This is an optimization exercise on Yosys and OpenROAD, whose aim is small area, a short achievable clock period and few clock cycles, not a production implementation. The RTL was checked by simulation tests, not by an equivalence proof against the original design.

### flow/constraint.sdc
create_clock -name core_clock -period 13.0 [get_ports {CLOCK_50_I}]
set_input_delay 2.6000 -clock core_clock [delete_from_list [all_inputs] [get_ports {CLOCK_50_I}]]
set_output_delay 2.6000 -clock core_clock [all_outputs]
set_load 0.01 [all_outputs]
### flow/design.v
module milestone1 (
	input  logic        CLOCK_50_I,
	input  logic        resetn,
	input  logic        M1_en,
	output logic        M1_end,
	output logic [17:0] SRAM_address,
	input  logic [15:0] SRAM_read_data,
	output logic [15:0] SRAM_write_data,
	output logic        SRAM_we_n
);
localparam logic [17:0] UBASE = 18'd38400;
localparam logic [17:0] VOFS  = 18'd19200;
localparam logic [17:0] RGBBASE = 18'd146944;
logic [4:0]  ph;
logic        run, first, fs, nob;
logic        isel_v, selR, selB, tyh;
logic [6:0]  gcnt;      
logic [15:0] ya;        
logic [17:0] ca;        
logic [17:0] ra;        
logic [7:0] UW [0:5];
logic [7:0] VW [0:5];
logic [7:0] SU, SV, NV;
logic [7:0] YH, YL;         
logic [22:0] T;             
logic [7:0] PX;             
logic [7:0] PGU, PGV;       
logic [10:0] PRB, PG;       
logic [7:0] IP;             
logic [7:0] EB;             
wire [7:0] rh = SRAM_read_data[15:8];
wire [7:0] rl = SRAM_read_data[7:0];
wire clamp  = (gcnt >= 7'd78);
wire last_g = (gcnt == 7'd79);
wire rowend9;    
wire [7:0] t0 = isel_v ? VW[0] : UW[0];
wire [7:0] t1 = isel_v ? VW[1] : UW[1];
wire [7:0] t2 = isel_v ? VW[2] : UW[2];
wire [7:0] t3 = isel_v ? VW[3] : UW[3];
wire [7:0] t4 = isel_v ? VW[4] : UW[4];
wire [7:0] t5 = isel_v ? VW[5] : UW[5];
logic [8:0] S1, S2, S3;
wire q_1 = S1[7] ^ S1[5];
wire q_2 = S1[7] & S1[5];
wire q_3 = S1[8] ^ S1[6];
wire q_4 = S1[8] & S1[6];
wire q_5 = S1[5] ^ S1[3];
wire q_6 = S1[5] & S1[3];
wire q_7 = S1[6] ^ S1[4] ^ S1[2];
wire q_8 = (S1[6] & S1[4]) | (S1[6] & S1[2]) | (S1[4] & S1[2]);
wire q_9 = S2[2] ^ S3[1] ^ ~S2[4];
wire q_10 = (S2[2] & S3[1]) | (S2[2] & ~S2[4]) | (S3[1] & ~S2[4]);
wire q_11 = q_1 ^ S1[3] ^ S2[3];
wire q_12 = (q_1 & S1[3]) | (q_1 & S2[3]) | (S1[3] & S2[3]);
wire q_13 = S3[2] ^ S3[0] ^ ~S2[5];
wire q_14 = (S3[2] & S3[0]) | (S3[2] & ~S2[5]) | (S3[0] & ~S2[5]);
wire q_15 = S2[1] ^ S3[7];
wire q_16 = ~(S2[1] | S3[7]);
wire q_17 = q_3 ^ S1[4] ^ S2[4];
wire q_18 = (q_3 & S1[4]) | (q_3 & S2[4]) | (S1[4] & S2[4]);
wire q_19 = S3[3] ^ S3[1] ^ q_2;
wire q_20 = (S3[3] & S3[1]) | (S3[3] & q_2) | (S3[1] & q_2);
wire q_21 = S2[6] ^ S2[2] ^ S3[8];
wire q_22 = (S2[6] & S2[2]) | (S2[6] & S3[8]) | (S2[2] & S3[8]);
wire q_23 = S1[7] ^ S1[5] ^ S2[5];
wire q_24 = (S1[7] & S1[5]) | (S1[7] & S2[5]) | (S1[5] & S2[5]);
wire q_25 = S3[4] ^ S3[2] ^ q_4;
wire q_26 = (S3[4] & S3[2]) | (S3[4] & q_4) | (S3[2] & q_4);
wire q_27 = ~S2[7] ^ ~S2[3] ^ 1'b1;
wire q_28 = (~S2[7] & ~S2[3]) | (~S2[7] & 1'b1) | (~S2[3] & 1'b1);
wire q_29 = S1[8] ^ S1[6] ^ S2[6];
wire q_30 = (S1[8] & S1[6]) | (S1[8] & S2[6]) | (S1[6] & S2[6]);
wire q_31 = S3[5] ^ S3[3] ^ ~S2[8];
wire q_32 = (S3[5] & S3[3]) | (S3[5] & ~S2[8]) | (S3[3] & ~S2[8]);
wire q_33 = ~S2[4] ^ 1'b1;
wire q_34 = ~S2[4] & 1'b1;
wire q_35 = S1[7] ^ S2[7] ^ S3[6];
wire q_36 = (S1[7] & S2[7]) | (S1[7] & S3[6]) | (S2[7] & S3[6]);
wire q_37 = S1[8] ^ S2[8];
wire q_38 = S1[8] & S2[8];
wire q_39 = S1[2] ^ S1[0];
wire q_40 = S1[2] & S1[0];
wire q_41 = S1[3] ^ S1[1];
wire q_42 = S1[3] & S1[1];
wire q_43 = S1[4] ^ S1[2] ^ S1[0];
wire q_44 = (S1[4] & S1[2]) | (S1[4] & S1[0]) | (S1[2] & S1[0]);
wire q_45 = S2[0] ^ ~S2[2];
wire q_46 = S2[0] & ~S2[2];
wire q_47 = q_5 ^ S1[1] ^ S2[1];
wire q_48 = (q_5 & S1[1]) | (q_5 & S2[1]) | (S1[1] & S2[1]);
wire q_49 = S3[0] ^ ~S2[3] ^ ~S3[5];
wire q_50 = (S3[0] & ~S2[3]) | (S3[0] & ~S3[5]) | (~S2[3] & ~S3[5]);
wire q_51 = q_7 ^ q_9 ^ q_6;
wire q_52 = (q_7 & q_9) | (q_7 & q_6) | (q_9 & q_6);
wire q_53 = ~S2[0] ^ ~S3[6] ^ 1'b1;
wire q_54 = (~S2[0] & ~S3[6]) | (~S2[0] & 1'b1) | (~S3[6] & 1'b1);
wire q_55 = q_11 ^ q_13 ^ q_15;
wire q_56 = (q_11 & q_13) | (q_11 & q_15) | (q_13 & q_15);
wire q_57 = q_8 ^ q_10 ^ 1'b1;
wire q_58 = (q_8 & q_10) | (q_8 & 1'b1) | (q_10 & 1'b1);
wire q_59 = q_17 ^ q_19 ^ q_12;
wire q_60 = (q_17 & q_19) | (q_17 & q_12) | (q_19 & q_12);
wire q_61 = q_14 ^ q_16 ^ ~q_21;
wire q_62 = (q_14 & q_16) | (q_14 & ~q_21) | (q_16 & ~q_21);
wire q_63 = q_23 ^ q_25 ^ q_27;
wire q_64 = (q_23 & q_25) | (q_23 & q_27) | (q_25 & q_27);
wire q_65 = q_18 ^ q_20 ^ ~q_22;
wire q_66 = (q_18 & q_20) | (q_18 & ~q_22) | (q_20 & ~q_22);
wire q_67 = q_29 ^ q_31 ^ q_33;
wire q_68 = (q_29 & q_31) | (q_29 & q_33) | (q_31 & q_33);
wire q_69 = q_24 ^ q_26 ^ q_28;
wire q_70 = (q_24 & q_26) | (q_24 & q_28) | (q_26 & q_28);
wire q_71 = q_35 ^ S3[4] ^ q_30;
wire q_72 = (q_35 & S3[4]) | (q_35 & q_30) | (S3[4] & q_30);
wire q_73 = q_32 ^ q_34 ^ ~S2[5];
wire q_74 = (q_32 & q_34) | (q_32 & ~S2[5]) | (q_34 & ~S2[5]);
wire q_75 = q_37 ^ S3[7] ^ S3[5];
wire q_76 = (q_37 & S3[7]) | (q_37 & S3[5]) | (S3[7] & S3[5]);
wire q_77 = q_36 ^ ~S2[6] ^ 1'b1;
wire q_78 = (q_36 & ~S2[6]) | (q_36 & 1'b1) | (~S2[6] & 1'b1);
wire q_79 = S3[8] ^ S3[6] ^ q_38;
wire q_80 = (S3[8] & S3[6]) | (S3[8] & q_38) | (S3[6] & q_38);
wire q_81 = ~S2[7] ^ 1'b1;
wire q_82 = ~S2[7] & 1'b1;
wire q_83 = S3[7] ^ ~S2[8];
wire q_84 = S3[7] & ~S2[8];
wire q_85 = q_39 ^ ~S2[0];
wire q_86 = q_39 & ~S2[0];
wire q_87 = q_41 ^ q_40 ^ ~S2[1];
wire q_88 = (q_41 & q_40) | (q_41 & ~S2[1]) | (q_40 & ~S2[1]);
wire q_89 = q_43 ^ q_45 ^ q_42;
wire q_90 = (q_43 & q_45) | (q_43 & q_42) | (q_45 & q_42);
wire q_91 = q_47 ^ q_49 ^ q_44;
wire q_92 = (q_47 & q_49) | (q_47 & q_44) | (q_49 & q_44);
wire q_93 = q_51 ^ q_53 ^ q_48;
wire q_94 = (q_51 & q_53) | (q_51 & q_48) | (q_53 & q_48);
wire q_95 = q_55 ^ q_57 ^ q_52;
wire q_96 = (q_55 & q_57) | (q_55 & q_52) | (q_57 & q_52);
wire q_97 = q_59 ^ q_61 ^ q_56;
wire q_98 = (q_59 & q_61) | (q_59 & q_56) | (q_61 & q_56);
wire q_99 = q_63 ^ q_65 ^ q_60;
wire q_100 = (q_63 & q_65) | (q_63 & q_60) | (q_65 & q_60);
wire q_101 = q_67 ^ q_69 ^ q_64;
wire q_102 = (q_67 & q_69) | (q_67 & q_64) | (q_69 & q_64);
wire q_103 = q_71 ^ q_73 ^ q_68;
wire q_104 = (q_71 & q_73) | (q_71 & q_68) | (q_73 & q_68);
wire q_105 = q_75 ^ q_77 ^ q_72;
wire q_106 = (q_75 & q_77) | (q_75 & q_72) | (q_77 & q_72);
wire q_107 = q_79 ^ q_81 ^ q_76;
wire q_108 = (q_79 & q_81) | (q_79 & q_76) | (q_81 & q_76);
wire q_109 = q_83 ^ q_80 ^ q_82;
wire q_110 = (q_83 & q_80) | (q_83 & q_82) | (q_80 & q_82);
wire q_111 = S1[0] ^ ~S3[0];
wire q_112 = S1[0] & ~S3[0];
wire q_113 = S1[1] ^ ~S3[1];
wire q_114 = S1[1] & ~S3[1];
wire q_115 = q_85 ^ ~S3[2] ^ 1'b1;
wire q_116 = (q_85 & ~S3[2]) | (q_85 & 1'b1) | (~S3[2] & 1'b1);
wire q_117 = q_87 ^ q_86 ^ ~S3[3];
wire q_118 = (q_87 & q_86) | (q_87 & ~S3[3]) | (q_86 & ~S3[3]);
wire q_119 = q_89 ^ q_88 ^ ~S3[4];
wire q_120 = (q_89 & q_88) | (q_89 & ~S3[4]) | (q_88 & ~S3[4]);
wire q_121 = q_91 ^ q_46 ^ q_90;
wire q_122 = (q_91 & q_46) | (q_91 & q_90) | (q_46 & q_90);
wire q_123 = q_93 ^ q_50 ^ q_92;
wire q_124 = (q_93 & q_50) | (q_93 & q_92) | (q_50 & q_92);
wire q_125 = q_95 ^ q_54 ^ q_94;
wire q_126 = (q_95 & q_54) | (q_95 & q_94) | (q_54 & q_94);
wire q_127 = q_97 ^ q_58 ^ q_96;
wire q_128 = (q_97 & q_58) | (q_97 & q_96) | (q_58 & q_96);
wire q_129 = q_99 ^ q_62 ^ q_98;
wire q_130 = (q_99 & q_62) | (q_99 & q_98) | (q_62 & q_98);
wire q_131 = q_101 ^ q_66 ^ q_100;
wire q_132 = (q_101 & q_66) | (q_101 & q_100) | (q_66 & q_100);
wire q_133 = q_103 ^ q_70 ^ q_102;
wire q_134 = (q_103 & q_70) | (q_103 & q_102) | (q_70 & q_102);
wire q_135 = q_105 ^ q_74 ^ q_104;
wire q_136 = (q_105 & q_74) | (q_105 & q_104) | (q_74 & q_104);
wire q_137 = q_107 ^ q_78 ^ q_106;
wire q_138 = (q_107 & q_78) | (q_107 & q_106) | (q_78 & q_106);
wire q_139 = q_109 ^ q_108 ^ 1'b1;
wire q_140 = (q_109 & q_108) | (q_109 & 1'b1) | (q_108 & 1'b1);
wire q_141 = S3[8] ^ q_84 ^ q_110;
wire q_142 = (S3[8] & q_84) | (S3[8] & q_110) | (q_84 & q_110);
wire [15:0] q_a = {q_141, q_139, q_137, q_135, q_133, q_131, q_129, q_127, q_125, q_123, q_121, q_119, q_117, q_115, q_113, q_111};
wire [15:0] q_b = {q_140, q_138, q_136, q_134, q_132, q_130, q_128, q_126, q_124, q_122, q_120, q_118, q_116, q_114, q_112, 1'b1};
wire [15:0] isum = q_a + q_b;
always_ff @(posedge CLOCK_50_I) begin
	S1 <= t0 + t5;
	S2 <= t1 + t4;
	S3 <= t2 + t3;
	IP <= isum[15:8];
end
wire [7:0] TY = tyh ? YH : YL;
wire ty_1 = TY[7] ^ TY[5];
wire ty_2 = TY[7] & TY[5];
wire ty_3 = TY[6] ^ TY[4];
wire ty_4 = TY[6] & TY[4];
wire ty_5 = TY[7] ^ TY[5];
wire ty_6 = TY[7] & TY[5];
wire ty_7 = TY[4] ^ TY[2];
wire ty_8 = TY[4] & TY[2];
wire ty_9 = TY[5] ^ TY[3] ^ TY[1];
wire ty_10 = (TY[5] & TY[3]) | (TY[5] & TY[1]) | (TY[3] & TY[1]);
wire ty_11 = TY[6] ^ TY[4] ^ TY[2];
wire ty_12 = (TY[6] & TY[4]) | (TY[6] & TY[2]) | (TY[4] & TY[2]);
wire ty_13 = ty_1 ^ TY[3] ^ TY[0];
wire ty_14 = (ty_1 & TY[3]) | (ty_1 & TY[0]) | (TY[3] & TY[0]);
wire ty_15 = ty_3 ^ TY[1] ^ ty_2;
wire ty_16 = (ty_3 & TY[1]) | (ty_3 & ty_2) | (TY[1] & ty_2);
wire ty_17 = ty_5 ^ TY[2] ^ ty_4;
wire ty_18 = (ty_5 & TY[2]) | (ty_5 & ty_4) | (TY[2] & ty_4);
wire ty_19 = TY[6] ^ TY[3] ^ ty_6;
wire ty_20 = (TY[6] & TY[3]) | (TY[6] & ty_6) | (TY[3] & ty_6);
wire ty_21 = TY[7] ^ TY[4];
wire ty_22 = TY[7] & TY[4];
wire ty_23 = TY[2] ^ TY[0];
wire ty_24 = TY[2] & TY[0];
wire ty_25 = TY[3] ^ TY[1] ^ 1'b1;
wire ty_26 = (TY[3] & TY[1]) | (TY[3] & 1'b1) | (TY[1] & 1'b1);
wire ty_27 = ty_7 ^ TY[0] ^ 1'b1;
wire ty_28 = (ty_7 & TY[0]) | (ty_7 & 1'b1) | (TY[0] & 1'b1);
wire ty_29 = ty_9 ^ ty_8 ^ 1'b1;
wire ty_30 = (ty_9 & ty_8) | (ty_9 & 1'b1) | (ty_8 & 1'b1);
wire ty_31 = ty_11 ^ ty_10 ^ 1'b1;
wire ty_32 = (ty_11 & ty_10) | (ty_11 & 1'b1) | (ty_10 & 1'b1);
wire ty_33 = ty_13 ^ ty_12 ^ 1'b1;
wire ty_34 = (ty_13 & ty_12) | (ty_13 & 1'b1) | (ty_12 & 1'b1);
wire ty_35 = ty_15 ^ ty_14 ^ 1'b1;
wire ty_36 = (ty_15 & ty_14) | (ty_15 & 1'b1) | (ty_14 & 1'b1);
wire ty_37 = ty_17 ^ ty_16 ^ 1'b1;
wire ty_38 = (ty_17 & ty_16) | (ty_17 & 1'b1) | (ty_16 & 1'b1);
wire ty_39 = ty_19 ^ ty_18 ^ 1'b1;
wire ty_40 = (ty_19 & ty_18) | (ty_19 & 1'b1) | (ty_18 & 1'b1);
wire ty_41 = ty_21 ^ ty_20 ^ 1'b1;
wire ty_42 = (ty_21 & ty_20) | (ty_21 & 1'b1) | (ty_20 & 1'b1);
wire ty_43 = TY[5] ^ ty_22 ^ 1'b1;
wire ty_44 = (TY[5] & ty_22) | (TY[5] & 1'b1) | (ty_22 & 1'b1);
wire ty_45 = TY[6] ^ 1'b1;
wire ty_46 = TY[6] & 1'b1;
wire ty_47 = TY[7] ^ 1'b1;
wire ty_48 = TY[7] & 1'b1;
wire [22:0] ty_a = {1'b1, ty_47, ty_45, ty_43, ty_41, ty_39, ty_37, ty_35, ty_33, ty_31, ty_29, ty_27, ty_25, ty_23, TY[1], TY[0], ~TY[6], ~TY[5], ~TY[4], ~TY[3], ~TY[2], ~TY[1], ~TY[0]};
wire [22:0] ty_b = {ty_48, ty_46, ty_44, ty_42, ty_40, ty_38, ty_36, ty_34, ty_32, ty_30, ty_28, ty_26, ty_24, 1'b1, 1'b1, ~TY[7], 1'b0, 1'b0, 1'b0, 1'b0, 1'b0, 1'b0, 1'b1};
wire [22:0] Tn = ty_a + ty_b;
wire [7:0] XR = PX & {8{selR}};
wire [7:0] XB = PX & {8{selB}};
wire rb_1 = T[5] ^ PX[7];
wire rb_2 = T[5] & PX[7];
wire rb_3 = T[15] ^ PX[0];
wire rb_4 = T[15] & PX[0];
wire rb_5 = T[2] ^ PX[4];
wire rb_6 = T[2] & PX[4];
wire rb_7 = T[3] ^ PX[5] ^ PX[4];
wire rb_8 = (T[3] & PX[5]) | (T[3] & PX[4]) | (PX[5] & PX[4]);
wire rb_9 = T[4] ^ PX[6] ^ PX[5];
wire rb_10 = (T[4] & PX[6]) | (T[4] & PX[5]) | (PX[6] & PX[5]);
wire rb_11 = PX[2] ^ XB[3];
wire rb_12 = PX[2] & XB[3];
wire rb_13 = rb_1 ^ PX[6] ^ PX[3];
wire rb_14 = (rb_1 & PX[6]) | (rb_1 & PX[3]) | (PX[6] & PX[3]);
wire rb_15 = PX[0] ^ XB[4] ^ 1'b1;
wire rb_16 = (PX[0] & XB[4]) | (PX[0] & 1'b1) | (XB[4] & 1'b1);
wire rb_17 = T[6] ^ PX[7] ^ PX[4];
wire rb_18 = (T[6] & PX[7]) | (T[6] & PX[4]) | (PX[7] & PX[4]);
wire rb_19 = PX[1] ^ XB[5] ^ rb_2;
wire rb_20 = (PX[1] & XB[5]) | (PX[1] & rb_2) | (XB[5] & rb_2);
wire rb_21 = T[7] ^ PX[5] ^ PX[2];
wire rb_22 = (T[7] & PX[5]) | (T[7] & PX[2]) | (PX[5] & PX[2]);
wire rb_23 = XB[6] ^ 1'b1;
wire rb_24 = XB[6] & 1'b1;
wire rb_25 = T[8] ^ PX[6] ^ PX[3];
wire rb_26 = (T[8] & PX[6]) | (T[8] & PX[3]) | (PX[6] & PX[3]);
wire rb_27 = XB[7] ^ XB[0] ^ selR;
wire rb_28 = (XB[7] & XB[0]) | (XB[7] & selR) | (XB[0] & selR);
wire rb_29 = T[9] ^ PX[7] ^ PX[4];
wire rb_30 = (T[9] & PX[7]) | (T[9] & PX[4]) | (PX[7] & PX[4]);
wire rb_31 = XR[0] ^ XB[1];
wire rb_32 = XR[0] & XB[1];
wire rb_33 = T[10] ^ PX[5] ^ XR[1];
wire rb_34 = (T[10] & PX[5]) | (T[10] & XR[1]) | (PX[5] & XR[1]);
wire rb_35 = XR[0] ^ XB[2] ^ 1'b1;
wire rb_36 = (XR[0] & XB[2]) | (XR[0] & 1'b1) | (XB[2] & 1'b1);
wire rb_37 = T[11] ^ PX[6] ^ XR[2];
wire rb_38 = (T[11] & PX[6]) | (T[11] & XR[2]) | (PX[6] & XR[2]);
wire rb_39 = XR[1] ^ XB[3];
wire rb_40 = XR[1] & XB[3];
wire rb_41 = T[12] ^ PX[7] ^ XR[3];
wire rb_42 = (T[12] & PX[7]) | (T[12] & XR[3]) | (PX[7] & XR[3]);
wire rb_43 = XR[2] ^ XB[4];
wire rb_44 = XR[2] & XB[4];
wire rb_45 = T[13] ^ XR[4] ^ XR[3];
wire rb_46 = (T[13] & XR[4]) | (T[13] & XR[3]) | (XR[4] & XR[3]);
wire rb_47 = XB[5] ^ ~XR[0] ^ 1'b1;
wire rb_48 = (XB[5] & ~XR[0]) | (XB[5] & 1'b1) | (~XR[0] & 1'b1);
wire rb_49 = T[14] ^ XR[5] ^ XR[4];
wire rb_50 = (T[14] & XR[5]) | (T[14] & XR[4]) | (XR[5] & XR[4]);
wire rb_51 = XB[6] ^ ~XR[1] ^ 1'b1;
wire rb_52 = (XB[6] & ~XR[1]) | (XB[6] & 1'b1) | (~XR[1] & 1'b1);
wire rb_53 = rb_3 ^ XR[6] ^ XR[5];
wire rb_54 = (rb_3 & XR[6]) | (rb_3 & XR[5]) | (XR[6] & XR[5]);
wire rb_55 = XB[7] ^ selB ^ ~XR[2];
wire rb_56 = (XB[7] & selB) | (XB[7] & ~XR[2]) | (selB & ~XR[2]);
wire rb_57 = T[16] ^ PX[1] ^ XR[7];
wire rb_58 = (T[16] & PX[1]) | (T[16] & XR[7]) | (PX[1] & XR[7]);
wire rb_59 = XR[6] ^ rb_4 ^ ~XR[3];
wire rb_60 = (XR[6] & rb_4) | (XR[6] & ~XR[3]) | (rb_4 & ~XR[3]);
wire rb_61 = T[17] ^ PX[2] ^ XR[7];
wire rb_62 = (T[17] & PX[2]) | (T[17] & XR[7]) | (PX[2] & XR[7]);
wire rb_63 = selB ^ ~XR[4];
wire rb_64 = selB & ~XR[4];
wire rb_65 = T[18] ^ PX[3];
wire rb_66 = T[18] & PX[3];
wire rb_67 = T[19] ^ PX[4];
wire rb_68 = T[19] & PX[4];
wire rb_69 = T[20] ^ PX[5];
wire rb_70 = T[20] & PX[5];
wire rb_71 = T[1] ^ PX[3];
wire rb_72 = T[1] & PX[3];
wire rb_73 = rb_5 ^ PX[3] ^ PX[0];
wire rb_74 = (rb_5 & PX[3]) | (rb_5 & PX[0]) | (PX[3] & PX[0]);
wire rb_75 = rb_7 ^ PX[1] ^ XB[2];
wire rb_76 = (rb_7 & PX[1]) | (rb_7 & XB[2]) | (PX[1] & XB[2]);
wire rb_77 = rb_9 ^ rb_11 ^ rb_8;
wire rb_78 = (rb_9 & rb_11) | (rb_9 & rb_8) | (rb_11 & rb_8);
wire rb_79 = rb_13 ^ rb_15 ^ rb_10;
wire rb_80 = (rb_13 & rb_15) | (rb_13 & rb_10) | (rb_15 & rb_10);
wire rb_81 = rb_17 ^ rb_19 ^ rb_14;
wire rb_82 = (rb_17 & rb_19) | (rb_17 & rb_14) | (rb_19 & rb_14);
wire rb_83 = rb_21 ^ rb_23 ^ rb_18;
wire rb_84 = (rb_21 & rb_23) | (rb_21 & rb_18) | (rb_23 & rb_18);
wire rb_85 = rb_25 ^ rb_27 ^ rb_22;
wire rb_86 = (rb_25 & rb_27) | (rb_25 & rb_22) | (rb_27 & rb_22);
wire rb_87 = rb_29 ^ rb_31 ^ rb_26;
wire rb_88 = (rb_29 & rb_31) | (rb_29 & rb_26) | (rb_31 & rb_26);
wire rb_89 = rb_33 ^ rb_35 ^ rb_30;
wire rb_90 = (rb_33 & rb_35) | (rb_33 & rb_30) | (rb_35 & rb_30);
wire rb_91 = rb_37 ^ rb_39 ^ rb_34;
wire rb_92 = (rb_37 & rb_39) | (rb_37 & rb_34) | (rb_39 & rb_34);
wire rb_93 = rb_41 ^ rb_43 ^ rb_38;
wire rb_94 = (rb_41 & rb_43) | (rb_41 & rb_38) | (rb_43 & rb_38);
wire rb_95 = rb_45 ^ rb_47 ^ rb_42;
wire rb_96 = (rb_45 & rb_47) | (rb_45 & rb_42) | (rb_47 & rb_42);
wire rb_97 = rb_49 ^ rb_51 ^ rb_46;
wire rb_98 = (rb_49 & rb_51) | (rb_49 & rb_46) | (rb_51 & rb_46);
wire rb_99 = rb_53 ^ rb_55 ^ rb_50;
wire rb_100 = (rb_53 & rb_55) | (rb_53 & rb_50) | (rb_55 & rb_50);
wire rb_101 = rb_57 ^ rb_59 ^ rb_54;
wire rb_102 = (rb_57 & rb_59) | (rb_57 & rb_54) | (rb_59 & rb_54);
wire rb_103 = rb_61 ^ rb_63 ^ rb_58;
wire rb_104 = (rb_61 & rb_63) | (rb_61 & rb_58) | (rb_63 & rb_58);
wire rb_105 = rb_65 ^ rb_62 ^ rb_64;
wire rb_106 = (rb_65 & rb_62) | (rb_65 & rb_64) | (rb_62 & rb_64);
wire rb_107 = rb_67 ^ rb_66 ^ ~XR[6];
wire rb_108 = (rb_67 & rb_66) | (rb_67 & ~XR[6]) | (rb_66 & ~XR[6]);
wire rb_109 = rb_69 ^ selB ^ rb_68;
wire rb_110 = (rb_69 & selB) | (rb_69 & rb_68) | (selB & rb_68);
wire rb_111 = T[21] ^ PX[6] ^ selR;
wire rb_112 = (T[21] & PX[6]) | (T[21] & selR) | (PX[6] & selR);
wire rb_113 = T[0] ^ PX[2];
wire rb_114 = T[0] & PX[2];
wire rb_115 = rb_71 ^ PX[2] ^ XB[0];
wire rb_116 = (rb_71 & PX[2]) | (rb_71 & XB[0]) | (PX[2] & XB[0]);
wire rb_117 = rb_73 ^ XB[1] ^ rb_72;
wire rb_118 = (rb_73 & XB[1]) | (rb_73 & rb_72) | (XB[1] & rb_72);
wire rb_119 = rb_75 ^ rb_6 ^ rb_74;
wire rb_120 = (rb_75 & rb_6) | (rb_75 & rb_74) | (rb_6 & rb_74);
wire rb_121 = rb_77 ^ rb_76 ^ 1'b1;
wire rb_122 = (rb_77 & rb_76) | (rb_77 & 1'b1) | (rb_76 & 1'b1);
wire rb_123 = rb_79 ^ rb_12 ^ rb_78;
wire rb_124 = (rb_79 & rb_12) | (rb_79 & rb_78) | (rb_12 & rb_78);
wire rb_125 = rb_81 ^ rb_16 ^ rb_80;
wire rb_126 = (rb_81 & rb_16) | (rb_81 & rb_80) | (rb_16 & rb_80);
wire rb_127 = rb_83 ^ rb_20 ^ rb_82;
wire rb_128 = (rb_83 & rb_20) | (rb_83 & rb_82) | (rb_20 & rb_82);
wire rb_129 = rb_85 ^ rb_24 ^ rb_84;
wire rb_130 = (rb_85 & rb_24) | (rb_85 & rb_84) | (rb_24 & rb_84);
wire rb_131 = rb_87 ^ rb_28 ^ rb_86;
wire rb_132 = (rb_87 & rb_28) | (rb_87 & rb_86) | (rb_28 & rb_86);
wire rb_133 = rb_89 ^ rb_32 ^ rb_88;
wire rb_134 = (rb_89 & rb_32) | (rb_89 & rb_88) | (rb_32 & rb_88);
wire rb_135 = rb_91 ^ rb_36 ^ rb_90;
wire rb_136 = (rb_91 & rb_36) | (rb_91 & rb_90) | (rb_36 & rb_90);
wire rb_137 = rb_93 ^ rb_40 ^ rb_92;
wire rb_138 = (rb_93 & rb_40) | (rb_93 & rb_92) | (rb_40 & rb_92);
wire rb_139 = rb_95 ^ rb_44 ^ rb_94;
wire rb_140 = (rb_95 & rb_44) | (rb_95 & rb_94) | (rb_44 & rb_94);
wire rb_141 = rb_97 ^ rb_48 ^ rb_96;
wire rb_142 = (rb_97 & rb_48) | (rb_97 & rb_96) | (rb_48 & rb_96);
wire rb_143 = rb_99 ^ rb_52 ^ rb_98;
wire rb_144 = (rb_99 & rb_52) | (rb_99 & rb_98) | (rb_52 & rb_98);
wire rb_145 = rb_101 ^ rb_56 ^ rb_100;
wire rb_146 = (rb_101 & rb_56) | (rb_101 & rb_100) | (rb_56 & rb_100);
wire rb_147 = rb_103 ^ rb_60 ^ rb_102;
wire rb_148 = (rb_103 & rb_60) | (rb_103 & rb_102) | (rb_60 & rb_102);
wire rb_149 = rb_105 ^ rb_104 ^ ~XR[5];
wire rb_150 = (rb_105 & rb_104) | (rb_105 & ~XR[5]) | (rb_104 & ~XR[5]);
wire rb_151 = rb_107 ^ rb_106 ^ 1'b1;
wire rb_152 = (rb_107 & rb_106) | (rb_107 & 1'b1) | (rb_106 & 1'b1);
wire rb_153 = rb_109 ^ rb_108 ^ ~XR[7];
wire rb_154 = (rb_109 & rb_108) | (rb_109 & ~XR[7]) | (rb_108 & ~XR[7]);
wire rb_155 = rb_111 ^ rb_70 ^ rb_110;
wire rb_156 = (rb_111 & rb_70) | (rb_111 & rb_110) | (rb_70 & rb_110);
wire rb_157 = T[22] ^ PX[7] ^ rb_112;
wire rb_158 = (T[22] & PX[7]) | (T[22] & rb_112) | (PX[7] & rb_112);
wire [26:0] rb_a = {1'b1, 1'b1, rb_157, rb_155, rb_153, rb_151, rb_149, rb_147, rb_145, rb_143, rb_141, rb_139, rb_137, rb_135, rb_133, rb_131, rb_129, rb_127, rb_125, rb_123, rb_121, rb_119, rb_117, rb_115, rb_113, PX[1], PX[0]};
wire [26:0] rb_b = {1'b0, rb_158, rb_156, rb_154, rb_152, rb_150, rb_148, rb_146, rb_144, rb_142, rb_140, rb_138, rb_136, rb_134, rb_132, rb_130, rb_128, rb_126, rb_124, rb_122, rb_120, rb_118, rb_116, rb_114, PX[1], PX[0], 1'b0};
wire [26:0] RBs = rb_a + rb_b;
wire g_1 = T[13] ^ PGU[2];
wire g_2 = T[13] & PGU[2];
wire g_3 = T[14] ^ PGU[3] ^ PGV[2];
wire g_4 = (T[14] & PGU[3]) | (T[14] & PGV[2]) | (PGU[3] & PGV[2]);
wire g_5 = T[15] ^ PGU[4] ^ PGV[3];
wire g_6 = (T[15] & PGU[4]) | (T[15] & PGV[3]) | (PGU[4] & PGV[3]);
wire g_7 = T[16] ^ PGU[5] ^ PGV[4];
wire g_8 = (T[16] & PGU[5]) | (T[16] & PGV[4]) | (PGU[5] & PGV[4]);
wire g_9 = T[17] ^ PGU[6];
wire g_10 = T[17] & PGU[6];
wire g_11 = T[18] ^ PGU[7];
wire g_12 = T[18] & PGU[7];
wire g_13 = T[3] ^ PGU[2];
wire g_14 = T[3] & PGU[2];
wire g_15 = T[4] ^ PGU[3] ^ ~PGU[1];
wire g_16 = (T[4] & PGU[3]) | (T[4] & ~PGU[1]) | (PGU[3] & ~PGU[1]);
wire g_17 = T[5] ^ PGU[4] ^ ~PGU[2];
wire g_18 = (T[5] & PGU[4]) | (T[5] & ~PGU[2]) | (PGU[4] & ~PGU[2]);
wire g_19 = T[6] ^ PGU[5];
wire g_20 = T[6] & PGU[5];
wire g_21 = T[7] ^ PGU[6];
wire g_22 = T[7] & PGU[6];
wire g_23 = T[8] ^ PGU[7] ^ ~PGU[5];
wire g_24 = (T[8] & PGU[7]) | (T[8] & ~PGU[5]) | (PGU[7] & ~PGU[5]);
wire g_25 = T[9] ^ ~PGU[6];
wire g_26 = T[9] & ~PGU[6];
wire g_27 = T[10] ^ ~PGU[7] ^ ~PGU[2];
wire g_28 = (T[10] & ~PGU[7]) | (T[10] & ~PGU[2]) | (~PGU[7] & ~PGU[2]);
wire g_29 = PGV[7] ^ PGV[0];
wire g_30 = ~(PGV[7] | PGV[0]);
wire g_31 = T[11] ^ PGU[0] ^ ~PGU[3];
wire g_32 = (T[11] & PGU[0]) | (T[11] & ~PGU[3]) | (PGU[0] & ~PGU[3]);
wire g_33 = T[12] ^ PGU[1] ^ PGV[0];
wire g_34 = (T[12] & PGU[1]) | (T[12] & PGV[0]) | (PGU[1] & PGV[0]);
wire g_35 = PGU[4] ^ PGV[2];
wire g_36 = ~(PGU[4] | PGV[2]);
wire g_37 = g_1 ^ PGV[1] ^ ~PGU[5];
wire g_38 = (g_1 & PGV[1]) | (g_1 & ~PGU[5]) | (PGV[1] & ~PGU[5]);
wire g_39 = ~PGU[0] ^ ~PGV[3] ^ 1'b1;
wire g_40 = (~PGU[0] & ~PGV[3]) | (~PGU[0] & 1'b1) | (~PGV[3] & 1'b1);
wire g_41 = g_3 ^ g_2 ^ ~PGU[6];
wire g_42 = (g_3 & g_2) | (g_3 & ~PGU[6]) | (g_2 & ~PGU[6]);
wire g_43 = PGU[1] ^ PGV[4] ^ PGV[0];
wire g_44 = (PGU[1] & PGV[4]) | (PGU[1] & PGV[0]) | (PGV[4] & PGV[0]);
wire g_45 = g_5 ^ g_4 ^ ~PGU[7];
wire g_46 = (g_5 & g_4) | (g_5 & ~PGU[7]) | (g_4 & ~PGU[7]);
wire g_47 = PGU[2] ^ PGV[5] ^ PGV[1];
wire g_48 = (PGU[2] & PGV[5]) | (PGU[2] & PGV[1]) | (PGV[5] & PGV[1]);
wire g_49 = g_7 ^ g_6 ^ ~PGU[3];
wire g_50 = (g_7 & g_6) | (g_7 & ~PGU[3]) | (g_6 & ~PGU[3]);
wire g_51 = ~PGV[6] ^ ~PGV[2] ^ 1'b1;
wire g_52 = (~PGV[6] & ~PGV[2]) | (~PGV[6] & 1'b1) | (~PGV[2] & 1'b1);
wire g_53 = g_9 ^ PGV[5] ^ g_8;
wire g_54 = (g_9 & PGV[5]) | (g_9 & g_8) | (PGV[5] & g_8);
wire g_55 = PGU[4] ^ PGV[7] ^ PGV[3];
wire g_56 = (PGU[4] & PGV[7]) | (PGU[4] & PGV[3]) | (PGV[7] & PGV[3]);
wire g_57 = g_11 ^ PGV[6] ^ g_10;
wire g_58 = (g_11 & PGV[6]) | (g_11 & g_10) | (PGV[6] & g_10);
wire g_59 = ~PGU[5] ^ ~PGV[4] ^ 1'b1;
wire g_60 = (~PGU[5] & ~PGV[4]) | (~PGU[5] & 1'b1) | (~PGV[4] & 1'b1);
wire g_61 = T[19] ^ PGV[7] ^ g_12;
wire g_62 = (T[19] & PGV[7]) | (T[19] & g_12) | (PGV[7] & g_12);
wire g_63 = ~PGU[6] ^ ~PGV[5] ^ 1'b1;
wire g_64 = (~PGU[6] & ~PGV[5]) | (~PGU[6] & 1'b1) | (~PGV[5] & 1'b1);
wire g_65 = T[20] ^ ~PGU[7] ^ ~PGV[6];
wire g_66 = (T[20] & ~PGU[7]) | (T[20] & ~PGV[6]) | (~PGU[7] & ~PGV[6]);
wire g_67 = g_13 ^ ~PGU[0];
wire g_68 = g_13 & ~PGU[0];
wire g_69 = g_15 ^ g_14 ^ ~PGV[6];
wire g_70 = (g_15 & g_14) | (g_15 & ~PGV[6]) | (g_14 & ~PGV[6]);
wire g_71 = g_17 ^ g_16 ^ ~PGV[7];
wire g_72 = (g_17 & g_16) | (g_17 & ~PGV[7]) | (g_16 & ~PGV[7]);
wire g_73 = g_19 ^ g_18 ^ ~PGU[3];
wire g_74 = (g_19 & g_18) | (g_19 & ~PGU[3]) | (g_18 & ~PGU[3]);
wire g_75 = g_21 ^ g_20 ^ ~PGU[4];
wire g_76 = (g_21 & g_20) | (g_21 & ~PGU[4]) | (g_20 & ~PGU[4]);
wire g_77 = g_23 ^ g_22 ^ ~PGU[0];
wire g_78 = (g_23 & g_22) | (g_23 & ~PGU[0]) | (g_22 & ~PGU[0]);
wire g_79 = g_25 ^ g_24 ^ ~PGU[1];
wire g_80 = (g_25 & g_24) | (g_25 & ~PGU[1]) | (g_24 & ~PGU[1]);
wire g_81 = g_27 ^ g_29 ^ g_26;
wire g_82 = (g_27 & g_29) | (g_27 & g_26) | (g_29 & g_26);
wire g_83 = g_31 ^ g_28 ^ g_30;
wire g_84 = (g_31 & g_28) | (g_31 & g_30) | (g_28 & g_30);
wire g_85 = g_33 ^ g_35 ^ g_32;
wire g_86 = (g_33 & g_35) | (g_33 & g_32) | (g_35 & g_32);
wire g_87 = g_37 ^ g_39 ^ g_34;
wire g_88 = (g_37 & g_39) | (g_37 & g_34) | (g_39 & g_34);
wire g_89 = g_41 ^ g_38 ^ g_40;
wire g_90 = (g_41 & g_38) | (g_41 & g_40) | (g_38 & g_40);
wire g_91 = g_45 ^ g_42 ^ ~g_47;
wire g_92 = (g_45 & g_42) | (g_45 & ~g_47) | (g_42 & ~g_47);
wire g_93 = g_49 ^ g_51 ^ g_46;
wire g_94 = (g_49 & g_51) | (g_49 & g_46) | (g_51 & g_46);
wire g_95 = g_53 ^ g_50 ^ g_52;
wire g_96 = (g_53 & g_50) | (g_53 & g_52) | (g_50 & g_52);
wire g_97 = g_57 ^ g_59 ^ g_54;
wire g_98 = (g_57 & g_59) | (g_57 & g_54) | (g_59 & g_54);
wire g_99 = g_61 ^ g_63 ^ g_58;
wire g_100 = (g_61 & g_63) | (g_61 & g_58) | (g_63 & g_58);
wire g_101 = g_65 ^ g_62 ^ g_64;
wire g_102 = (g_65 & g_62) | (g_65 & g_64) | (g_62 & g_64);
wire g_103 = T[21] ^ g_66 ^ ~PGV[7];
wire g_104 = (T[21] & g_66) | (T[21] & ~PGV[7]) | (g_66 & ~PGV[7]);
wire g_105 = T[1] ^ PGU[0];
wire g_106 = T[1] & PGU[0];
wire g_107 = T[2] ^ PGU[1] ^ ~PGV[4];
wire g_108 = (T[2] & PGU[1]) | (T[2] & ~PGV[4]) | (PGU[1] & ~PGV[4]);
wire g_109 = g_67 ^ ~PGV[5] ^ ~PGV[0];
wire g_110 = (g_67 & ~PGV[5]) | (g_67 & ~PGV[0]) | (~PGV[5] & ~PGV[0]);
wire g_111 = g_69 ^ g_68 ^ ~PGV[1];
wire g_112 = (g_69 & g_68) | (g_69 & ~PGV[1]) | (g_68 & ~PGV[1]);
wire g_113 = g_71 ^ g_70 ^ ~PGV[2];
wire g_114 = (g_71 & g_70) | (g_71 & ~PGV[2]) | (g_70 & ~PGV[2]);
wire g_115 = g_73 ^ g_72 ^ ~PGV[3];
wire g_116 = (g_73 & g_72) | (g_73 & ~PGV[3]) | (g_72 & ~PGV[3]);
wire g_117 = g_75 ^ g_74 ^ ~PGV[4];
wire g_118 = (g_75 & g_74) | (g_75 & ~PGV[4]) | (g_74 & ~PGV[4]);
wire g_119 = g_77 ^ g_76 ^ ~PGV[5];
wire g_120 = (g_77 & g_76) | (g_77 & ~PGV[5]) | (g_76 & ~PGV[5]);
wire g_121 = g_79 ^ g_78 ^ ~PGV[6];
wire g_122 = (g_79 & g_78) | (g_79 & ~PGV[6]) | (g_78 & ~PGV[6]);
wire g_123 = g_81 ^ g_80 ^ 1'b1;
wire g_124 = (g_81 & g_80) | (g_81 & 1'b1) | (g_80 & 1'b1);
wire g_125 = g_83 ^ g_82 ^ ~PGV[1];
wire g_126 = (g_83 & g_82) | (g_83 & ~PGV[1]) | (g_82 & ~PGV[1]);
wire g_127 = g_85 ^ g_84 ^ 1'b1;
wire g_128 = (g_85 & g_84) | (g_85 & 1'b1) | (g_84 & 1'b1);
wire g_129 = g_87 ^ g_36 ^ g_86;
wire g_130 = (g_87 & g_36) | (g_87 & g_86) | (g_36 & g_86);
wire g_131 = g_89 ^ g_88 ^ ~g_43;
wire g_132 = (g_89 & g_88) | (g_89 & ~g_43) | (g_88 & ~g_43);
wire g_133 = g_91 ^ g_90 ^ ~g_44;
wire g_134 = (g_91 & g_90) | (g_91 & ~g_44) | (g_90 & ~g_44);
wire g_135 = g_93 ^ g_92 ^ ~g_48;
wire g_136 = (g_93 & g_92) | (g_93 & ~g_48) | (g_92 & ~g_48);
wire g_137 = g_95 ^ g_94 ^ ~g_55;
wire g_138 = (g_95 & g_94) | (g_95 & ~g_55) | (g_94 & ~g_55);
wire g_139 = g_97 ^ g_96 ^ ~g_56;
wire g_140 = (g_97 & g_96) | (g_97 & ~g_56) | (g_96 & ~g_56);
wire g_141 = g_99 ^ g_60 ^ g_98;
wire g_142 = (g_99 & g_60) | (g_99 & g_98) | (g_60 & g_98);
wire g_143 = g_101 ^ g_100 ^ 1'b1;
wire g_144 = (g_101 & g_100) | (g_101 & 1'b1) | (g_100 & 1'b1);
wire g_145 = g_103 ^ g_102 ^ 1'b1;
wire g_146 = (g_103 & g_102) | (g_103 & 1'b1) | (g_102 & 1'b1);
wire g_147 = T[22] ^ g_104;
wire g_148 = T[22] & g_104;
wire [26:0] g_a = {1'b1, 1'b1, g_147, g_145, g_143, g_141, g_139, g_137, g_135, g_133, g_131, g_129, g_127, g_125, g_123, g_121, g_119, g_117, g_115, g_113, g_111, g_109, g_107, g_105, T[0], ~PGV[1], ~PGV[0]};
wire [26:0] g_b = {1'b0, g_148, g_146, g_144, g_142, g_140, g_138, g_136, g_134, g_132, g_130, g_128, g_126, g_124, g_122, g_120, g_118, g_116, g_114, g_112, g_110, g_108, g_106, ~PGV[3], ~PGV[2], 1'b0, 1'b1};
wire [26:0] Gs = g_a + g_b;
always_ff @(posedge CLOCK_50_I) begin
	PRB <= RBs[26:16];
	PG  <= Gs[26:16];
end
function automatic [7:0] clip(input logic [10:0] x);
	clip = x[10] ? 8'd0 : (|x[9:8]) ? 8'd255 : x[7:0];
endfunction
wire [7:0] cRB = clip(PRB);
wire [7:0] cG  = clip(PG);
logic [4:0] nph;
always_comb begin
	case (ph)
		5'd9:  nph = ((last_g && !nob) || fs) ? 5'd10 : 5'd0;
		5'd15: nph = 5'd7;
		default: nph = ph + 5'd1;
	endcase
end
assign rowend9 = (ph == 5'd9) && (nph == 5'd10);
wire wr_ph = (nph == 5'd3) || (nph == 5'd4) || (nph == 5'd5) ||
             (!nob && ((nph == 5'd9) || (nph == 5'd0) || (nph == 5'd1) || (nph == 5'd10) || (nph == 5'd11)));
wire frame_done = (ph == 5'd11) && !nob && (&SRAM_address);
always_ff @(posedge CLOCK_50_I or negedge resetn) begin
	if (!resetn) begin
		ph <= 5'd7;
		run <= 1'b0;
		first <= 1'b1;
		fs <= 1'b1;
		nob <= 1'b1;
		isel_v <= 1'b0;
		selR <= 1'b0;
		selB <= 1'b0;
		tyh <= 1'b0;
		M1_end <= 1'b0;
		gcnt <= 7'd0;
		ya <= 16'd0;
		ca <= UBASE;
		ra <= RGBBASE;
		SRAM_address <= UBASE + VOFS;
		SRAM_we_n <= 1'b1;
	end else begin
		if (M1_en) run <= 1'b1;
		if (run && !M1_end) begin
		isel_v <= (nph == 5'd9) || (nph == 5'd5);
		tyh <= (nph == 5'd9) || (nph == 5'd5);
		selR <= (nph == 5'd1) || (nph == 5'd2) || (nph == 5'd7) || (nph == 5'd8);
		selB <= !((nph == 5'd1) || (nph == 5'd2) || (nph == 5'd7) || (nph == 5'd8));
		if (ph == 5'd9) fs <= 1'b0;
		if (ph == 5'd7 && !fs) first <= 1'b0;
		if (ph == 5'd12) nob <= 1'b1;
		else if (ph == 5'd1) nob <= 1'b0;
		if (frame_done) begin
			M1_end <= 1'b1;
			SRAM_we_n <= 1'b1;
		end else begin
			ph <= nph;
			if (ph == 5'd9 && !nob) gcnt <= last_g ? 7'd0 : gcnt + 7'd1;
			SRAM_we_n <= !wr_ph;
			if (wr_ph) begin
				SRAM_address <= ra;
				ra <= ra + 18'd1;
			end else begin
				case (nph)
					5'd2, 5'd6, 5'd14: begin
						SRAM_address <= {2'b0, ya};
						if (nph != 5'd14 || first) ya <= ya + 16'd1;
					end
					5'd7, 5'd12: SRAM_address <= ca + VOFS;
					5'd8, 5'd13: begin
						SRAM_address <= ca;
						if (nph == 5'd13 || gcnt < 7'd77 || last_g) ca <= ca + 18'd1;
					end
					default: ;
				endcase
			end
		end
		end
	end
end
wire u_sh  = (ph == 5'd0) || (ph == 5'd7) || (ph == 5'd10) || (ph == 5'd11) || (ph == 5'd12) ||
             (ph == 5'd13) || (ph == 5'd15);
wire u_rh  = ((ph == 5'd0) && !clamp) || (ph == 5'd10) || (ph == 5'd15);
wire u_su  = ((ph == 5'd7) && !clamp) || (ph == 5'd13);
wire v_sh  = (ph == 5'd1) || ((ph == 5'd7) && !nob) || rowend9 || (ph == 5'd10) ||
             (ph == 5'd11) || (ph == 5'd12) || (ph == 5'd14) || (ph == 5'd15);
wire v_rh  = rowend9 || (ph == 5'd14);
wire v_nv  = (ph == 5'd1) && !clamp;
wire v_sv  = ((ph == 5'd7) && !clamp) || (ph == 5'd12) || (ph == 5'd15);
always_ff @(posedge CLOCK_50_I) begin
	if (((ph == 5'd4 || ph == 5'd8) && !nob) || (ph == 5'd7 && first)) begin
		YH <= rh; YL <= rl;
	end
	case (ph)
		5'd2, 5'd8: SRAM_write_data <= {cRB, cG};
		5'd3, 5'd9: SRAM_write_data <= {EB, cRB};
		default:    SRAM_write_data <= {cG, cRB};
	endcase
	if (ph == 5'd1 || ph == 5'd7) EB <= cRB;
	case (ph)
		5'd9, 5'd5: begin T <= Tn; PX <= UW[2]; end
		5'd0, 5'd6: begin PX <= VW[2]; PGU <= UW[2]; PGV <= VW[2]; end
		5'd1, 5'd7: begin T <= Tn; PX <= IP; PGV <= IP; end
		5'd2, 5'd8: begin PX <= IP; PGU <= IP; end
		default: ;
	endcase
	if (u_sh) begin
		UW[0] <= UW[1]; UW[1] <= UW[2]; UW[2] <= UW[3]; UW[3] <= UW[4]; UW[4] <= UW[5];
		if (u_rh) UW[5] <= rh;
		else if (u_su) UW[5] <= SU;
	end
	if (u_rh) SU <= rl;
	if (v_sh) begin
		VW[0] <= VW[1]; VW[1] <= VW[2]; VW[2] <= VW[3]; VW[3] <= VW[4]; VW[4] <= VW[5];
		if (v_rh) VW[5] <= rh;
		else if (v_nv) VW[5] <= NV;
		else if (v_sv) VW[5] <= SV;
	end
	if (ph == 5'd9 || ph == 5'd14) SV <= rl;
	if (ph == 5'd9) NV <= rh;
end
endmodule
### flow/flow/run.sh
#!/bin/bash
# The standard layout (standard.sh, unchanged synthesis and steps), with the
# timing repair after CTS and global routing asked to reach 9 ns of setup slack
# at the design's clock period, using only gate sizing, pin swaps and buffering
# (no gate cloning, no buffer removal). The full make output, which holds every
# tool's output, goes to layout.log here; ORFS keeps each step's log under orfs/logs.
set -euo pipefail
bash standard.sh SETUP_SLACK_MARGIN=9 SKIP_GATE_CLONING=1 SETUP_MOVE_SEQUENCE=sizeup,swap,buffer finish > layout.log 2>&1
### flow/config.mk
export PLATFORM = sky130hd
export DESIGN_NAME = milestone1
export DESIGN_NICKNAME = milestone1
export VERILOG_FILES = /design/flow/design.v
export SDC_FILE = /design/flow/constraint.sdc
export NUM_CORES = 4
export LEC_CHECK = 0
export CAP_MARGIN = 20
export CORE_MARGIN = 2
export CORE_UTILIZATION = 40
export SLEW_MARGIN = 20
### flow/standard.sh
#!/bin/bash
# synth_recipe.tcl (not shown) runs the flow's synth.tcl, then flattens the netlist and writes it again
# the make line also repeats each setting of config.mk as NAME=value (left out here)
make -C /OpenROAD-flow-scripts/flow DESIGN_CONFIG=/design/flow/config.mk WORK_HOME=/design/flow/orfs CLKGATE_MAP_FILE= SYNTH_SCRIPT=/design/flow/synth_recipe.tcl "${@:-finish}"
==> results.yml <==
synthesis:
  synthArstFlopShare_pct: 25.6
  synth_nets: 2403
  synth_warnings: 3
  synth-edff-count: 191
  synth_cell_types: 96
  synthFlopType: "edfxtp_1"
  netlist.area_leader.share_pct: 24.8
  synth.area.top_cells: "edfxtp_1 25%, fa_1 15%, ha_1 9.9%"
  synth.cell_area_um2: 23100
  yosysTopAreaCell: "edfxtp_1"
  synth.yosys.seq_area_share_pct: 41.1
  synth-seq-cells: 355
  syn_inst: 2030
  yosysMostFrequentCell: "inv_1"
  syn_avg_cell_area_um2: 11.4
  synth_common_cells: "365 x inv_1, 191 x edfxtp_1, 182 x ha_1"
sta:
  rsz0062_at_grt: "yes"
  period_minus_slack_ps: 4260
  fin_worst_skew_ps: 27.2
  max_freq_ghz: 0.235
  relSlewSlack_pct: 25.9
  finalHoldViolCount: 0
  setup-violations-final: 0
  final_max_slew_viol_count: 0
  tightest_slew_ps: 1110
  post-route-period-util_pct: 32.7
  tns_ps: 0
  hold_ws_ps: 442
worst_setup_path:
  cp-start-kind: "flop"
  r2r_slack_ps: 8740
  worstPathRequired_ps: 13450
  end_kind: "flop"
  path_class: "flop to flop"
  cp_max_fo: 4
  cpMaxStageDelayCell: "fa_1"
  cp_top_family: "adder cells"
  path_buf_inv: 3
  cp_common_cell: "fa_1"
  max_stage_delay_ps: 540
  crit_path_cell_trace: "fa_1 > fa_1 > inv_2 > fa_1 > fa_1 > inv_2 > ha_4 > a21oi_2 > o221ai_2 > o41a_1 > buf_4 > a211oi_4 > nor3_2 > xnor2_1"
  critPathArrivalTime_ps: 4710
die:
  coreArea_um2: 57400
  fp.dieW_um: 244
  start_util_pct: 40.3
  dieArea_um2: 59700
  rows: 88
  die_h_um: 244
  ioPinCount: 55
detailed_routing:
  vias: 14944
  drcViolationCount: 0
  first_pass_iters: 8
  antenna_left: 0
  wl_mm: 54.5
  drt-wirelength-per-cell_um: 18.6
  avgViaCountPerCell: 5.11
  drtIter0Drc: 887
final_layout:
  nets: 2502
  area_delta_synth_final_pct: 16.0
  nFillCells: 5133
  drive_gt1_share_pct: 16.6
  final-seq-area_um2: 9520
  n_antenna_cell: 0
  multi_input_comb_area_um2: 12600
  fin_area_um2: 26800
placement:
  port_buffers: 54
  dpl.hpwl_mm: 41.8
  gp_congestion: 0.878
  placed_area_um2: 24500
clocking:
  insertion_delay_ps: 570
  cts_tree: "built"
  cts_hold_buf: 0
  clk_pin_slew_ps: 60
  numCtsBuffers: 40
  cts-root-buf: "clkbuf_16"
  htree_levels: 2
  clkSinkCount: 355
  cts_buffer_depth: 3
global_routing:
  gr-usage-all-layers_pct: 18.5
  grt_first_pass_wirelength_mm: 86.0
  grt_remaining_overflow: 0
  grt_pass1_vias: 15276
  antenna_found_initial: 0
  grt_max_degree: 78
worst_hold_path:
  hp-class: "flop to flop"
flow_run:
  maxCapViolCount: 0
run_status:
  status: "finished clean"
-- placed cells by master (no fill, tap or decap), types with 50 or more instances in the layout --
master / netlist / routed
nand2_1: 81 / 77
inv_1: 365 / 349
xnor2_1: 90 / 86
buf_4: 3 / 50
nor2_1: 118 / 109
fa_1: 172 / 172
ha_1: 182 / 165
a21oi_1: 74 / 64
mux2_2: 65 / 65
dfxtp_1: 73 / 68
dfrtp_1: 70 / 66
edfxtp_1: 191 / 191
-- path summary, 6_finish.rpt --
check / startpoint / end / depth (start not counted)
worst max-delay path: PGV[3] / PG[9] / 14
worst min-delay path: VW[1][6] / VW[0][6] / 0
worst max register to register: PGV[3] / PG[9] / 14
worst min register to register: VW[1][6] / VW[0][6] / 0
max in group asynchronous: resetn / ra[3] / 2
min in group asynchronous: resetn / ph[4] / 1
-- registers in the layout, indices dropped and copies added (netlist names), 11 cells and up --
signal           count
PG                  11
SRAM_address        18
ra                  18
ya                  16
SRAM_write_data     16
T                   23
VW                  48
UW                  48
ca                  18
PRB                 11
-- through the flow --
stage / util, % / worst slack [ps] / cells
CTS: 46.1 / 8720 / 2915
detailed placement: 42.8 / 8370 / 2804
floorplan: - / 8830 / 2030
global placement: 42.8 / 8480 / 2804
global route: 46.7 / 8580 / 2926
finish: 46.7 / 8740 / 2926
-- area by class of cell --
class	count	area share (%)
tap	765	3.57
multi-input combinational	1254	47.1
clock inverter	22	0.929
timing repair buffer	112	3.68
inverter	366	5.14
sequential	355	35.5
clock buffer	52	4.09
-- worst register-to-register path, stage by stage (launching register included) --
cell and delay, ps:
edfxtp_1 430, fa_1 530, fa_1 530, inv_2 50
fa_1 470, fa_1 540, inv_2 50, ha_4 230
a21oi_2 150, o221ai_2 110, o41a_1 490, buf_4 170
a211oi_4 200, nor3_2 60, xnor2_1 120
-- kinds of logic after synthesis --
group,after synthesis,share of synthesized area [%]
flops,355,41.1
compound gates,297,9.34
xor+xnor,127,4.85
buf+inv,421,7.18
simple gates,380,8.21
fa+ha+maj,354,24.8
mux,96,4.57
-- routing by layer --
metal / routed length (um) / up-vias / part of all wire (%) / GRT usage [%]
met4: 1580 / 0 / 2.9 / 6.29
li1: - / 7099 / - / -
met3: 2070 / 85 / 3.8 / 2.18
met1: 25100 / 7411 / 46 / 25.8
met5: 0 / - / 0 / 0
met2: 25800 / 349 / 47 / 29.9
-- repair_timing --
item	CTS	global route
pin swaps	45	46
cloned	0	0
setup buffers	37	11
resized for setup	114	63
endpoints found under the setup margin	77	56
Testbench counts, summed over its fixed seeds: cycles 1,164,996.

==> separate check: timing with driven ports <==
In the flow no input, the clock included, has a driving cell. The finished layout below was timed again as built, in two steps. Step 1 (the two cells are an assumption about what drives the block):
set clk [get_ports {CLOCK_50_I}]
set_driving_cell -lib_cell sky130_fd_sc_hd__clkbuf_16 $clk
set_driving_cell -lib_cell sky130_fd_sc_hd__buf_2 [delete_from_list [all_inputs] $clk]
Step 2 times the ports against the registers' clock, not the clock port: input delays grow and output delays shrink by t, the midpoint of the rising clock arrivals with the driver on. Slacks: no drivers / after step 1 / after step 2; pairs: no drivers / after step 1.
t, ns: 0.617
setup WS [ns]: 8.744 / 8.744 / 8.744
worst register clock-pin slew, ns: 0.06 / 0.06
worst slew at a driven data input, ns: 0.04
After both steps setup and hold are still met in this run. For this run, drivers alone change the setup slack by 0.000 ns; drivers and shift together by 0.000 ns.
